Background: an optimization exercise with open tools, aiming at small area, a short achievable clock period and few clock cycles. Do not read the settings as production practice.
At most, simulation tests tie the RTL to the original design; equivalence was not proved.
No activity file was given, so power comes from the tool's default toggle rates.

==> 08-23 <==
==> flow/design.v (excerpt) <==
module gpu #(
    parameter DATA_MEM_ADDR_BITS = 8,
    parameter DATA_MEM_DATA_BITS = 8,
    parameter DATA_MEM_NUM_CHANNELS = 4,
    parameter PROGRAM_MEM_ADDR_BITS = 8,
    parameter PROGRAM_MEM_DATA_BITS = 16,
    parameter PROGRAM_MEM_NUM_CHANNELS = 1,
    parameter NUM_CORES = 2,
    parameter THREADS_PER_BLOCK = 4
) (
    input wire clk,
    input wire reset,
    input wire start,
    output wire done,
    input wire device_control_write_enable,
    input wire [7:0] device_control_data,  
    output wire [PROGRAM_MEM_NUM_CHANNELS-1:0] program_mem_read_valid,
    output wire [PROGRAM_MEM_NUM_CHANNELS*PROGRAM_MEM_ADDR_BITS-1:0] program_mem_read_address,
    input wire [PROGRAM_MEM_NUM_CHANNELS-1:0] program_mem_read_ready,
    input wire [PROGRAM_MEM_NUM_CHANNELS*PROGRAM_MEM_DATA_BITS-1:0] program_mem_read_data,
    output wire [DATA_MEM_NUM_CHANNELS-1:0] data_mem_read_valid,
    output wire [DATA_MEM_NUM_CHANNELS*DATA_MEM_ADDR_BITS-1:0] data_mem_read_address,
    input wire [DATA_MEM_NUM_CHANNELS-1:0] data_mem_read_ready,
    input wire [DATA_MEM_NUM_CHANNELS*DATA_MEM_DATA_BITS-1:0] data_mem_read_data,
    output wire [DATA_MEM_NUM_CHANNELS-1:0] data_mem_write_valid,
    output wire [DATA_MEM_NUM_CHANNELS*DATA_MEM_ADDR_BITS-1:0] data_mem_write_address,
    output wire [DATA_MEM_NUM_CHANNELS*DATA_MEM_DATA_BITS-1:0] data_mem_write_data,
    input wire [DATA_MEM_NUM_CHANNELS-1:0] data_mem_write_ready
);
==> flow/config.mk <==
export PLATFORM = sky130hd
export DESIGN_NAME = gpu
export DESIGN_NICKNAME = gpu
export VERILOG_FILES = /design/flow/design.v
export SDC_FILE = /design/flow/constraint.sdc
export NUM_CORES = 8
export LEC_CHECK = 0
export CAP_MARGIN = 20
export CORE_MARGIN = 2
export CORE_UTILIZATION = 30
export SLEW_MARGIN = 20
==> flow/constraint.sdc <==
create_clock -name core_clock -period 14.0 [get_ports {clk}]
set_input_delay 2.8000 -clock core_clock [delete_from_list [all_inputs] [get_ports {clk}]]
set_output_delay 2.8000 -clock core_clock [all_outputs]
set_load 0.01 [all_outputs]
standard.sh (not shown) runs the stock make flow with config.mk's settings and CLKGATE_MAP_FILE= SYNTH_SCRIPT=/design/flow/synth_recipe.tcl, a recipe that flattens the netlist after the stock synthesis.
==> flow/flow/run.sh <==
#!/bin/bash
# Standard layout, unchanged; each tool's output is kept in standard.log
bash standard.sh > standard.log 2>&1
==> 12-09 (differences from 08-23) <==
--- a/flow/design.v
+++ b/flow/design.v
@@ -332,48 +332,52 @@
     input  wire [3:0]  rd_ready,
     input  wire [31:0] rd_data,
     output wire [3:0]  wr_valid,
     output wire [31:0] wr_addr,
     output wire [31:0] wr_data,
     input  wire [3:0]  wr_ready
 );
     localparam DIV_CYCLES = 8 / DIV_STEPS;
+    reg rst;
+    always @(posedge clk) rst <= reset;
     reg        launched;    
     reg        running;     
     reg        finishing;   
     reg [7:0]  bid;         
     reg [3:0]  present;     
     reg [3:0]  mask;        
     reg [3:0][2:0] nzp;
     reg [7:0]  fpc;
     reg        d_valid;
     reg [15:0] d_ir;
     reg [7:0]  d_pc;
     reg        e_valid;
     reg [7:0]  e_pc;
+    reg [7:0]  e_next;      
     reg [3:0]  e_rd;
     reg [7:0]  e_imm;
     reg        e_br, e_cmp, e_div, e_ldr, e_str, e_jmp, e_reconv, e_lds, e_sts, e_ret, e_wen;
     reg [2:0]  e_sel;
     reg [3:0][7:0] e_a;
     reg [3:0][7:0] e_b;
     reg        e_busy;      
     reg [2:0]  e_cnt;       
+    reg        e_first;     
     reg        e_fwa, e_fwb;    
     reg [3:0]  w_we;            
     reg [3:0]  w_rd;
     reg [3:0][7:0] w_res;
     reg        clr;             
     reg [7:0]  t0_rs, t0_rt;    
     wire        f_hit;
     wire [15:0] f_word;
     icache #(.CL(CACHE_LINES_LOG2), .PD(2)) icache_instance (
         .clk(clk),
-        .reset(reset),
+        .reset(rst),
         .enable(running),
         .fpc(fpc),
         .hit(f_hit),
         .word(f_word),
         .pm_valid(pm_valid),
         .pm_addr(pm_addr),
         .pm_ready(pm_ready),
         .pm_data(pm_data)
@@ -402,21 +406,21 @@
     wire [3:0][7:0] sum, diff, prod, quot, ldv;
     wire [3:0][2:0] cmp;
     wire [7:0] smem_rd;
     reg  [3:0][7:0] res;
     wire s_empty, s_full;
     wire [7:0] tos_pc;
     wire [3:0] tos_mask;
     wire wr_busy = |wr_valid;
-    wire rd_busy = |rd_valid;
+    wire rd_wait = |(rd_valid & ~rd_ready);
     reg e_stall;
     always @(*) begin
         e_stall = 1'b0;
-        if (e_ldr)      e_stall = !e_busy || rd_busy;
+        if (e_ldr)      e_stall = !e_busy || rd_wait;
         else if (e_str) e_stall = wr_busy;
         else if (e_div) e_stall = (e_cnt != 3'(DIV_CYCLES - 1));
     end
     wire e_fire = e_valid && !e_stall;
     wire issue_rd = e_valid && e_ldr && !e_busy && !wr_busy;
     wire issue_wr = e_fire && e_str;
     reg [3:0] cond;
     integer t;
@@ -457,17 +461,17 @@
             end else if (e_ret) begin
                 blk_end = 1'b1;
             end else begin
                 set_mask = 1'b1;
                 new_mask = 4'hF;
             end
         end
     end
-    wire redirect = e_fire && (blk_end || (npc != pc1));
+    wire redirect = e_fire && (blk_end || (npc != e_next));
     wire       launch = start && !launched && (thread_count != 8'd0);
     wire [7:0] bid1   = bid + 8'd1;
     reg  [3:0] p0, pn;          
     always @(*) begin
         for (t = 0; t < 4; t = t + 1) begin
             p0[t] = (8'(t) < thread_count);
             pn[t] = ({bid1, 2'b00} + 10'(t)) < {2'b00, thread_count};
         end
@@ -492,17 +496,55 @@
         .clk(clk),
         .clear(clr),
         .we(e_fire && e_sts),
         .addr(sm_addr),
         .wd(sm_wd),
         .rd(smem_rd)
     );
     wire d_adv = running && d_valid && (!e_valid || e_fire) && !redirect;
-    wire f_adv = running && f_hit && (!d_valid || d_adv) && !redirect;
+    wire f_adv = running && f_hit && (!d_valid || d_adv) && !redirect && !d_redirect;
+    wire [3:0] live_next = (e_valid && e_reconv && s_empty) ? present : live;
+    wire e_writes_rs = e_valid && e_wen && (e_rd == d_rs);
+    wire e_slow = (e_sel == 3'd2) || (e_sel == 3'd3) || (e_sel == 3'd6);
+    wire early_rd = d_adv && d_ldr && !wr_busy && !(e_valid && e_str) && !(e_writes_rs && e_slow);
+    wire [1:0] hn = live_next[3] ? 2'd3 : live_next[2] ? 2'd2 : live_next[1] ? 2'd1 : 2'd0;
+    wire [7:0] d_pc1 = d_pc + 8'd1;
+    reg  [3:0] d_cond;
+    reg  [3:0][7:0] d_av;       
+    always @(*) begin
+        for (t = 0; t < 4; t = t + 1) begin
+            d_cond[t] = |(((e_valid && e_cmp && live[t]) ? cmp[t] : nzp[t]) & d_ir[11:9]);
+        end
+    end
+    wire d_brt = (d_ir[7:0] != d_pc1);
+    wire [3:0] d_taken  = live_next & d_cond & {4{d_brt}};
+    wire [3:0] d_ntaken = live_next & ~(d_cond & {4{d_brt}});
+    wire d_div_br = (|d_taken) && (|d_ntaken) && !s_full;
+    reg       d_pred;           
+    reg [7:0] d_npc;
+    always @(*) begin
+        d_pred = 1'b0;
+        d_npc  = d_ir[7:0];
+        if (d_br) begin
+            d_pred = d_div_br || (d_cond[hn] && d_brt);
+        end else if (d_jmp) begin
+            if (e_writes_rs) begin
+                d_npc  = e_imm;
+                d_pred = (e_sel == 3'd5) && live[hn];
+            end else begin
+                d_npc  = d_av[hn];
+                d_pred = 1'b1;
+            end
+        end else if (d_reconv || d_ret) begin
+            d_npc  = tos_pc;
+            d_pred = !s_empty;
+        end
+    end
+    wire d_redirect = d_adv && d_pred && (d_npc != d_pc1);
     genvar i;
     generate
         for (i = 0; i < 4; i = i + 1) begin : lanes
             wire [7:0] rf1, rf2;
             registers #(.THREAD_ID(i)) register_instance (
                 .clk(clk),
                 .clear(clr),
                 .we(w_we[i]),
@@ -511,31 +553,32 @@
                 .block_id(bid),
                 .ra1(d_rs),
                 .ra2(d_rt),
                 .rd1(rf1),
                 .rd2(rf2)
             );
             alu #(.DIV_STEPS(DIV_STEPS)) alu_instance (
                 .clk(clk),
-                .div_first(e_cnt == 3'd0),
+                .div_first(e_first),
                 .a(a[i]),
                 .b(b[i]),
                 .sum(sum[i]),
                 .diff(diff[i]),
                 .prod(prod[i]),
                 .nzp(cmp[i]),
                 .quot(quot[i])
             );
+            wire [7:0] d_a = (e_writes_rs && live[i]) ? res[i] : d_av[i];
             lsu lsu_instance (
                 .clk(clk),
-                .reset(reset),
-                .issue_read(issue_rd && live[i]),
+                .reset(rst),
+                .issue_read((issue_rd && live[i]) || (early_rd && live_next[i])),
                 .issue_write(issue_wr && live[i]),
-                .addr(a[i]),
+                .addr(early_rd ? d_a : a[i]),
                 .wdata(b[i]),
                 .mem_read_valid(rd_valid[i]),
                 .mem_read_address(rd_addr[i*8 +: 8]),
                 .mem_read_ready(rd_ready[i]),
                 .mem_read_data(rd_data[i*8 +: 8]),
                 .mem_write_valid(wr_valid[i]),
                 .mem_write_address(wr_addr[i*8 +: 8]),
                 .mem_write_data(wr_data[i*8 +: 8]),
@@ -543,56 +586,59 @@
                 .read_data(ldv[i])
             );
             always @(*) begin
                 case (e_sel)
                     3'd0: res[i] = sum[i];
                     3'd1: res[i] = diff[i];
                     3'd2: res[i] = prod[i];
                     3'd3: res[i] = quot[i];
-                    3'd4: res[i] = ldv[i];
+                    3'd4: res[i] = rd_valid[i] ? rd_data[i*8 +: 8] : ldv[i];
                     3'd5: res[i] = e_imm;
                     default: res[i] = smem_rd;
                 endcase
             end
             wire bw1 = w_we[i] && (w_rd == d_rs);
             wire bw2 = w_we[i] && (w_rd == d_rt);
+            always @(*) d_av[i] = bw1 ? w_res[i] : rf1;
             always @(posedge clk) begin
                 if (d_adv) begin
                     e_a[i] <= bw1 ? w_res[i] : rf1;
                     e_b[i] <= bw2 ? w_res[i] : rf2;
                 end else begin
                     e_a[i] <= a[i];
                     e_b[i] <= b[i];
                 end
                 if (clr) nzp[i] <= 3'b000;
                 else if (e_fire && e_cmp && live[i]) nzp[i] <= cmp[i];
                 w_res[i] <= res[i];
             end
         end
     endgenerate
     always @(posedge clk) begin
-        if (reset) begin
+        if (rst) begin
             launched  <= 1'b0;
             running   <= 1'b0;
             finishing <= 1'b0;
             done      <= 1'b0;
             d_valid   <= 1'b0;
             e_valid   <= 1'b0;
             e_busy    <= 1'b0;
             e_cnt     <= 3'd0;
             fpc       <= 8'd0;
             bid       <= 8'd0;
             present   <= 4'd0;
             mask      <= 4'hF;
             w_we      <= 4'd0;
             clr       <= 1'b0;
             e_fwa     <= 1'b0;
             e_fwb     <= 1'b0;
+            e_first   <= 1'b0;
         end else begin
+            e_first <= d_adv;
             clr  <= blk_start;
             w_we <= (e_fire && e_wen) ? live : 4'd0;
             w_rd <= e_rd;
             e_fwa <= d_adv && e_valid && e_wen && (e_rd == d_rs);
             e_fwb <= d_adv && e_valid && e_wen && (e_rd == d_rt);
             if (launch) launched <= 1'b1;
             if (finishing && !wr_busy) done <= 1'b1;
             if (issue_rd) e_busy <= 1'b1;
@@ -602,18 +648,20 @@
                 e_cnt  <= 3'd0;
                 if (set_mask) mask <= new_mask;
                 if (live[0]) begin
                     t0_rs <= e_a[0];
                     t0_rt <= e_b[0];
                 end
             end
             if (d_adv) begin
+                e_busy   <= early_rd;
                 e_valid  <= 1'b1;
                 e_pc     <= d_pc;
+                e_next   <= d_redirect ? d_npc : d_pc1;
                 e_rd     <= d_ir[11:8];
                 e_imm    <= d_ir[7:0];
                 e_br     <= d_br;
                 e_cmp    <= d_cmp;
                 e_div    <= d_div;
                 e_ldr    <= d_ldr;
                 e_str    <= d_str;
                 e_jmp    <= d_jmp;
@@ -629,16 +677,17 @@
             if (f_adv) begin
                 d_valid <= 1'b1;
                 d_ir    <= f_word;
                 d_pc    <= fpc;
                 fpc     <= fpc + 8'd1;
             end else if (d_adv || redirect) begin
                 d_valid <= 1'b0;
             end
+            if (d_redirect) fpc <= d_npc;
             if (redirect) begin
                 fpc     <= npc;
                 e_valid <= 1'b0;
             end
             if (e_fire && blk_end && !pn[0]) begin
                 running   <= 1'b0;
                 finishing <= 1'b1;
             end
==> flow/flow/run.sh (replaced) <==
#!/bin/bash
set -euo pipefail
bash standard.sh synth > synth.log 2>&1
bash standard.sh SETUP_SLACK_MARGIN=9.5 finish > layout.log 2>&1
==> flow/config.mk (replaced) <==
export PLATFORM = sky130hd
export DESIGN_NAME = gpu
export DESIGN_NICKNAME = gpu
export VERILOG_FILES = /design/flow/design.v
export SDC_FILE = /design/flow/constraint.sdc
export NUM_CORES = 8
export LEC_CHECK = 0
export CAP_MARGIN = 20
export CORE_MARGIN = 2
export CORE_UTILIZATION = 40
export SLEW_MARGIN = 20
==> 03-21 (differences from 08-23) <==
--- a/flow/design.v
+++ b/flow/design.v
@@ -188,18 +188,17 @@
             end
         end
     endgenerate
 endmodule
 `default_nettype none
 `timescale 1ns/1ns
 module icache #(
     parameter CL = 7,
-    parameter PD = 2,
-    parameter NOREPLACE = 1
+    parameter PD = 2
 ) (
     input  wire        clk,
     input  wire        reset,
     input  wire        enable,        
     input  wire [7:0]  fpc,           
     output wire        hit,
     output wire [15:0] word,
     output reg         pm_valid,
@@ -233,17 +232,17 @@
     always @(posedge clk) begin
         if (reset) begin
             pm_valid <= 1'b0;
             valid    <= '0;
             fb_v     <= 1'b0;
             fb_new   <= 1'b0;
             pf       <= 8'd1;
         end else begin
-            if (fb_new && !(NOREPLACE && valid[fb_addr[CL-1:0]])) begin
+            if (fb_new) begin
                 data[fb_addr[CL-1:0]]  <= fb_data;
                 tag[fb_addr[CL-1:0]]   <= fb_addr[7:CL];
                 valid[fb_addr[CL-1:0]] <= 1'b1;
             end
             fb_new <= 1'b0;
             if (pm_valid && pm_ready) begin
                 fb_data <= pm_data;
                 fb_addr <= pm_addr;
@@ -310,17 +309,17 @@
                      (op == 4'b0111) ? 3'd4 :
                      (op == 4'b1001) ? 3'd5 : 3'd6;
 endmodule
 `default_nettype none
 `timescale 1ns/1ns
 `default_nettype none
 `timescale 1ns/1ns
 module core #(
-    parameter CACHE_LINES_LOG2 = 6,
+    parameter CACHE_LINES_LOG2 = 7,
     parameter DIV_STEPS = 2
 ) (
     input  wire        clk,
     input  wire        reset,
     input  wire        start,
     input  wire [7:0]  thread_count,
     output reg         done,
     output wire        pm_valid,
@@ -353,21 +352,16 @@
     reg [3:0]  e_rd;
     reg [7:0]  e_imm;
     reg        e_br, e_cmp, e_div, e_ldr, e_str, e_jmp, e_reconv, e_lds, e_sts, e_ret, e_wen;
     reg [2:0]  e_sel;
     reg [3:0][7:0] e_a;
     reg [3:0][7:0] e_b;
     reg        e_busy;      
     reg [2:0]  e_cnt;       
-    reg        e_fwa, e_fwb;    
-    reg [3:0]  w_we;            
-    reg [3:0]  w_rd;
-    reg [3:0][7:0] w_res;
-    reg        clr;             
     reg [7:0]  t0_rs, t0_rt;    
     wire        f_hit;
     wire [15:0] f_word;
     icache #(.CL(CACHE_LINES_LOG2), .PD(2)) icache_instance (
         .clk(clk),
         .reset(reset),
         .enable(running),
         .fpc(fpc),
@@ -383,24 +377,16 @@
     decoder decoder_instance (
         .instruction(d_ir),
         .is_br(d_br), .is_cmp(d_cmp), .is_div(d_div), .is_ldr(d_ldr), .is_str(d_str),
         .is_jmp(d_jmp), .is_reconv(d_reconv), .is_lds(d_lds), .is_sts(d_sts), .is_ret(d_ret),
         .reg_write(d_wen), .res_sel(d_sel)
     );
     wire [3:0] d_rs = d_ir[7:4];
     wire [3:0] d_rt = d_ir[3:0];
-    reg [3:0][7:0] a, b;        
-    integer l;
-    always @(*) begin
-        for (l = 0; l < 4; l = l + 1) begin
-            a[l] = (e_fwa && w_we[l]) ? w_res[l] : e_a[l];
-            b[l] = (e_fwb && w_we[l]) ? w_res[l] : e_b[l];
-        end
-    end
     wire [3:0] live = mask & present;
     wire [1:0] h = live[3] ? 2'd3 : live[2] ? 2'd2 : live[1] ? 2'd1 : 2'd0;
     wire [7:0] pc1 = e_pc + 8'd1;
     wire [3:0][7:0] sum, diff, prod, quot, ldv;
     wire [3:0][2:0] cmp;
     wire [7:0] smem_rd;
     reg  [3:0][7:0] res;
     wire s_empty, s_full;
@@ -442,101 +428,98 @@
                 s_push = 1'b1;
                 npc = e_imm;
                 set_mask = 1'b1;
                 new_mask = taken;
             end else if (cond[h]) begin
                 npc = e_imm;
             end
         end else if (e_jmp) begin
-            npc = a[h];
+            npc = e_a[h];
         end else if (e_reconv || e_ret) begin
             if (!s_empty) begin
                 s_pop = 1'b1;
                 npc = tos_pc;
                 set_mask = 1'b1;
                 new_mask = tos_mask;
             end else if (e_ret) begin
                 blk_end = 1'b1;
             end else begin
                 set_mask = 1'b1;
                 new_mask = 4'hF;
             end
         end
     end
     wire redirect = e_fire && (blk_end || (npc != pc1));
-    wire       launch = start && !launched && (thread_count != 8'd0);
-    wire [7:0] bid1   = bid + 8'd1;
-    reg  [3:0] p0, pn;          
+    wire       launch   = start && !launched && (thread_count != 8'd0);
+    wire [7:0] nbid     = launch ? 8'd0 : bid + 8'd1;
+    reg  [3:0] npresent;
     always @(*) begin
-        for (t = 0; t < 4; t = t + 1) begin
-            p0[t] = (8'(t) < thread_count);
-            pn[t] = ({bid1, 2'b00} + 10'(t)) < {2'b00, thread_count};
-        end
+        for (t = 0; t < 4; t = t + 1) npresent[t] = ({nbid, 2'b00} + 10'(t)) < {2'b00, thread_count};
     end
-    wire next_blk  = e_fire && blk_end && pn[0];
+    wire next_blk  = e_fire && blk_end && npresent[0];
     wire blk_start = launch || next_blk;
     simt_stack stack_instance (
         .clk(clk),
-        .clear(clr),
+        .clear(blk_start),
         .push(e_fire && s_push),
         .pop(e_fire && s_pop),
         .push_pc(pc1),
         .push_mask(ntaken),
         .tos_pc(tos_pc),
         .tos_mask(tos_mask),
         .empty(s_empty),
         .full(s_full)
     );
-    wire [7:0] sm_addr = live[0] ? a[0] : t0_rs;
-    wire [7:0] sm_wd   = live[0] ? b[0] : t0_rt;
+    wire [7:0] sm_addr = live[0] ? e_a[0] : t0_rs;
+    wire [7:0] sm_wd   = live[0] ? e_b[0] : t0_rt;
     shared_memory shared_memory_instance (
         .clk(clk),
-        .clear(clr),
+        .clear(blk_start),
         .we(e_fire && e_sts),
         .addr(sm_addr),
         .wd(sm_wd),
         .rd(smem_rd)
     );
     wire d_adv = running && d_valid && (!e_valid || e_fire) && !redirect;
     wire f_adv = running && f_hit && (!d_valid || d_adv) && !redirect;
     genvar i;
     generate
         for (i = 0; i < 4; i = i + 1) begin : lanes
             wire [7:0] rf1, rf2;
             registers #(.THREAD_ID(i)) register_instance (
                 .clk(clk),
-                .clear(clr),
-                .we(w_we[i]),
-                .wa(w_rd),
-                .wd(w_res[i]),
+                .clear(blk_start),
+                .we(e_fire && e_wen && live[i]),
+                .wa(e_rd),
+                .wd(res[i]),
                 .block_id(bid),
                 .ra1(d_rs),
                 .ra2(d_rt),
                 .rd1(rf1),
                 .rd2(rf2)
             );
             alu #(.DIV_STEPS(DIV_STEPS)) alu_instance (
                 .clk(clk),
                 .div_first(e_cnt == 3'd0),
-                .a(a[i]),
-                .b(b[i]),
+                .a(e_a[i]),
+                .b(e_b[i]),
                 .sum(sum[i]),
                 .diff(diff[i]),
                 .prod(prod[i]),
                 .nzp(cmp[i]),
                 .quot(quot[i])
             );
             lsu lsu_instance (
                 .clk(clk),
                 .reset(reset),
                 .issue_read(issue_rd && live[i]),
                 .issue_write(issue_wr && live[i]),
-                .addr(a[i]),
-                .wdata(b[i]),
+                .addr(e_a[i]),
+                .wdata(e_b[i]),
                 .mem_read_valid(rd_valid[i]),
                 .mem_read_address(rd_addr[i*8 +: 8]),
                 .mem_read_ready(rd_ready[i]),
                 .mem_read_data(rd_data[i*8 +: 8]),
                 .mem_write_valid(wr_valid[i]),
                 .mem_write_address(wr_addr[i*8 +: 8]),
                 .mem_write_data(wr_data[i*8 +: 8]),
                 .mem_write_ready(wr_ready[i]),
@@ -548,29 +531,25 @@
                     3'd1: res[i] = diff[i];
                     3'd2: res[i] = prod[i];
                     3'd3: res[i] = quot[i];
                     3'd4: res[i] = ldv[i];
                     3'd5: res[i] = e_imm;
                     default: res[i] = smem_rd;
                 endcase
             end
-            wire bw1 = w_we[i] && (w_rd == d_rs);
-            wire bw2 = w_we[i] && (w_rd == d_rt);
+            wire byp1 = e_valid && e_wen && live[i] && (e_rd == d_rs);
+            wire byp2 = e_valid && e_wen && live[i] && (e_rd == d_rt);
             always @(posedge clk) begin
                 if (d_adv) begin
-                    e_a[i] <= bw1 ? w_res[i] : rf1;
-                    e_b[i] <= bw2 ? w_res[i] : rf2;
-                end else begin
-                    e_a[i] <= a[i];
-                    e_b[i] <= b[i];
+                    e_a[i] <= byp1 ? res[i] : rf1;
+                    e_b[i] <= byp2 ? res[i] : rf2;
                 end
-                if (clr) nzp[i] <= 3'b000;
+                if (blk_start) nzp[i] <= 3'b000;
                 else if (e_fire && e_cmp && live[i]) nzp[i] <= cmp[i];
-                w_res[i] <= res[i];
             end
         end
     endgenerate
     always @(posedge clk) begin
         if (reset) begin
             launched  <= 1'b0;
             running   <= 1'b0;
             finishing <= 1'b0;
@@ -578,26 +557,17 @@
             d_valid   <= 1'b0;
             e_valid   <= 1'b0;
             e_busy    <= 1'b0;
             e_cnt     <= 3'd0;
             fpc       <= 8'd0;
             bid       <= 8'd0;
             present   <= 4'd0;
             mask      <= 4'hF;
-            w_we      <= 4'd0;
-            clr       <= 1'b0;
-            e_fwa     <= 1'b0;
-            e_fwb     <= 1'b0;
         end else begin
-            clr  <= blk_start;
-            w_we <= (e_fire && e_wen) ? live : 4'd0;
-            w_rd <= e_rd;
-            e_fwa <= d_adv && e_valid && e_wen && (e_rd == d_rs);
-            e_fwb <= d_adv && e_valid && e_wen && (e_rd == d_rt);
             if (launch) launched <= 1'b1;
             if (finishing && !wr_busy) done <= 1'b1;
             if (issue_rd) e_busy <= 1'b1;
             if (e_valid && e_div && !e_fire) e_cnt <= e_cnt + 3'd1;
             if (e_fire) begin
                 e_busy <= 1'b0;
                 e_cnt  <= 3'd0;
                 if (set_mask) mask <= new_mask;
@@ -633,24 +603,24 @@
                 fpc     <= fpc + 8'd1;
             end else if (d_adv || redirect) begin
                 d_valid <= 1'b0;
             end
             if (redirect) begin
                 fpc     <= npc;
                 e_valid <= 1'b0;
             end
-            if (e_fire && blk_end && !pn[0]) begin
+            if (e_fire && blk_end && !npresent[0]) begin
                 running   <= 1'b0;
                 finishing <= 1'b1;
             end
             if (blk_start) begin
                 running <= 1'b1;
-                bid     <= launch ? 8'd0 : bid1;
-                present <= launch ? p0 : pn;
+                bid     <= nbid;
+                present <= npresent;
                 mask    <= 4'hF;
                 fpc     <= 8'd0;
                 d_valid <= 1'b0;
                 e_valid <= 1'b0;
                 t0_rs   <= 8'd0;
                 t0_rt   <= 8'd0;
             end
         end
==> flow/run.sh (new file) <==
#!/bin/bash
# synth_recipe.tcl (not shown) runs the flow's synth.tcl, then flattens the netlist and writes it again
# the make line also repeats each setting of config.mk as NAME=value (left out here)
make -C /OpenROAD-flow-scripts/flow DESIGN_CONFIG=/design/flow/config.mk WORK_HOME=/design/flow/orfs CLKGATE_MAP_FILE= SYNTH_SCRIPT=/design/flow/synth_recipe.tcl finish
removed: flow/flow/run.sh
removed: flow/standard.sh
==> qor summary <==
|  | 08-23 | 12-09 | 03-21 |
|---|---|---|---|
| Status | complete, no violations | complete, no violations | complete, no violations |
| Total number of sequential cells | 4183 | 4193 | 5228 |
| Max FO, Critical Path | 17 | 5 | 83 |
| Die outline area | 0.654 mm² | 0.488 mm² | 0.830 mm² |
| Number of unique standard cell types used by synthesis | 82 | 85 | 101 |
| Hold Startpoint | core_instance.d_pc[1] | core_instance.lanes[3].alu_instance.q_q[5] | core_instance.d_pc[2] |
| Synthesized net count | 13000 | 12900 | 16300 |
| Final worst-path setup slack | 7290 ps | 8520 ps | 6450 ps |
| Standard-cell rows | 295 | 255 | 333 |
| Global-route met1 utilization | 0.261 | 0.354 | 0.257 |
| Relative max-transition margin | 0.101 | 0.151 | 0.152 |
| Mean instance size in the synthesized netlist | 15.3 µm² | 15.4 µm² | 15.5 µm² |
| Buffers inserted during post-CTS setup optimization | 0 | 440 | 0 |
| Clock buffer count in the final layout | 531 | 547 | 711 |
| Final setup skew | 192 ps | 115 ps | 85.9 ps |
| Final-layout fill cell count | 61800 | 40600 | 78400 |
| Worst-case hold path end point | core_instance.e_pc[1] | core_instance.lanes[3].alu_instance.q_q[7] | core_instance.e_pc[2] |
| Vertical die dimension | 808 µm | 698 µm | 911 µm |
| Critical-path cell with the highest stage delay | sky130_fd_sc_hd__a222oi_1 | sky130_fd_sc_hd__a222oi_1 | sky130_fd_sc_hd__a21oi_1 |
| Combinational fraction of design power | 0.105 | 0.125 | 0.093 |
| Final Cell Area | 0.221 mm² | 0.232 mm² | 0.280 mm² |
| Placement-stage worst setup slack | 7470 ps | 6370 ps | 5330 ps |
| Worst Setup EP | core_instance.w_res[24] | - | core_instance.lanes[0].register_instance.r[23] |
Testbench counts of 12-09, summed over its fixed seeds: cycles 28,465.
Testbench counts of 03-21, summed over its fixed seeds: cycles 27,060.
No functional check of the RTL was part of 08-23.

port drivers added, routing unchanged:
In the flow no input, the clock included, has a driving cell. The finished layouts below were timed again as built, in two steps. Step 1 (the two cells are an assumption about what drives the block):
set clk [get_ports {clk}]
set_driving_cell -lib_cell sky130_fd_sc_hd__clkbuf_16 $clk
set_driving_cell -lib_cell sky130_fd_sc_hd__buf_2 [delete_from_list [all_inputs] $clk]
Step 2 moves the port delays by t, midway between the first and last clock arrival at a register: inputs arrive t later, outputs are due t later. That takes back most of the time a late clock gives input paths. Slacks: no drivers / after step 1 / after step 2; pairs: no drivers / after step 1.
run | shift t [ns] | slack for setup (ns) | worst hold slack (ns) | clock arrival spread, ns | worst slew at a driven data input, ns
08-23 | 1.098 | 7.288 / 7.288 / 7.288 | 0.419 / 0.419 / 0.419 | 0.196 / 0.196 | 0.10
12-09 | 1.114 | 8.519 / 8.519 / 8.475 | 0.469 / 0.469 / 0.469 | 0.116 / 0.116 | 0.12
03-21 | 1.230 | 6.452 / 6.452 / 5.401 | 0.411 / 0.411 / 0.411 | 0.102 / 0.102 | 0.09
After both steps every run listed still meets setup and hold. For 03-21, which loses most, drivers alone change the setup slack by 0.000 ns; drivers and shift together by -1.051 ns.
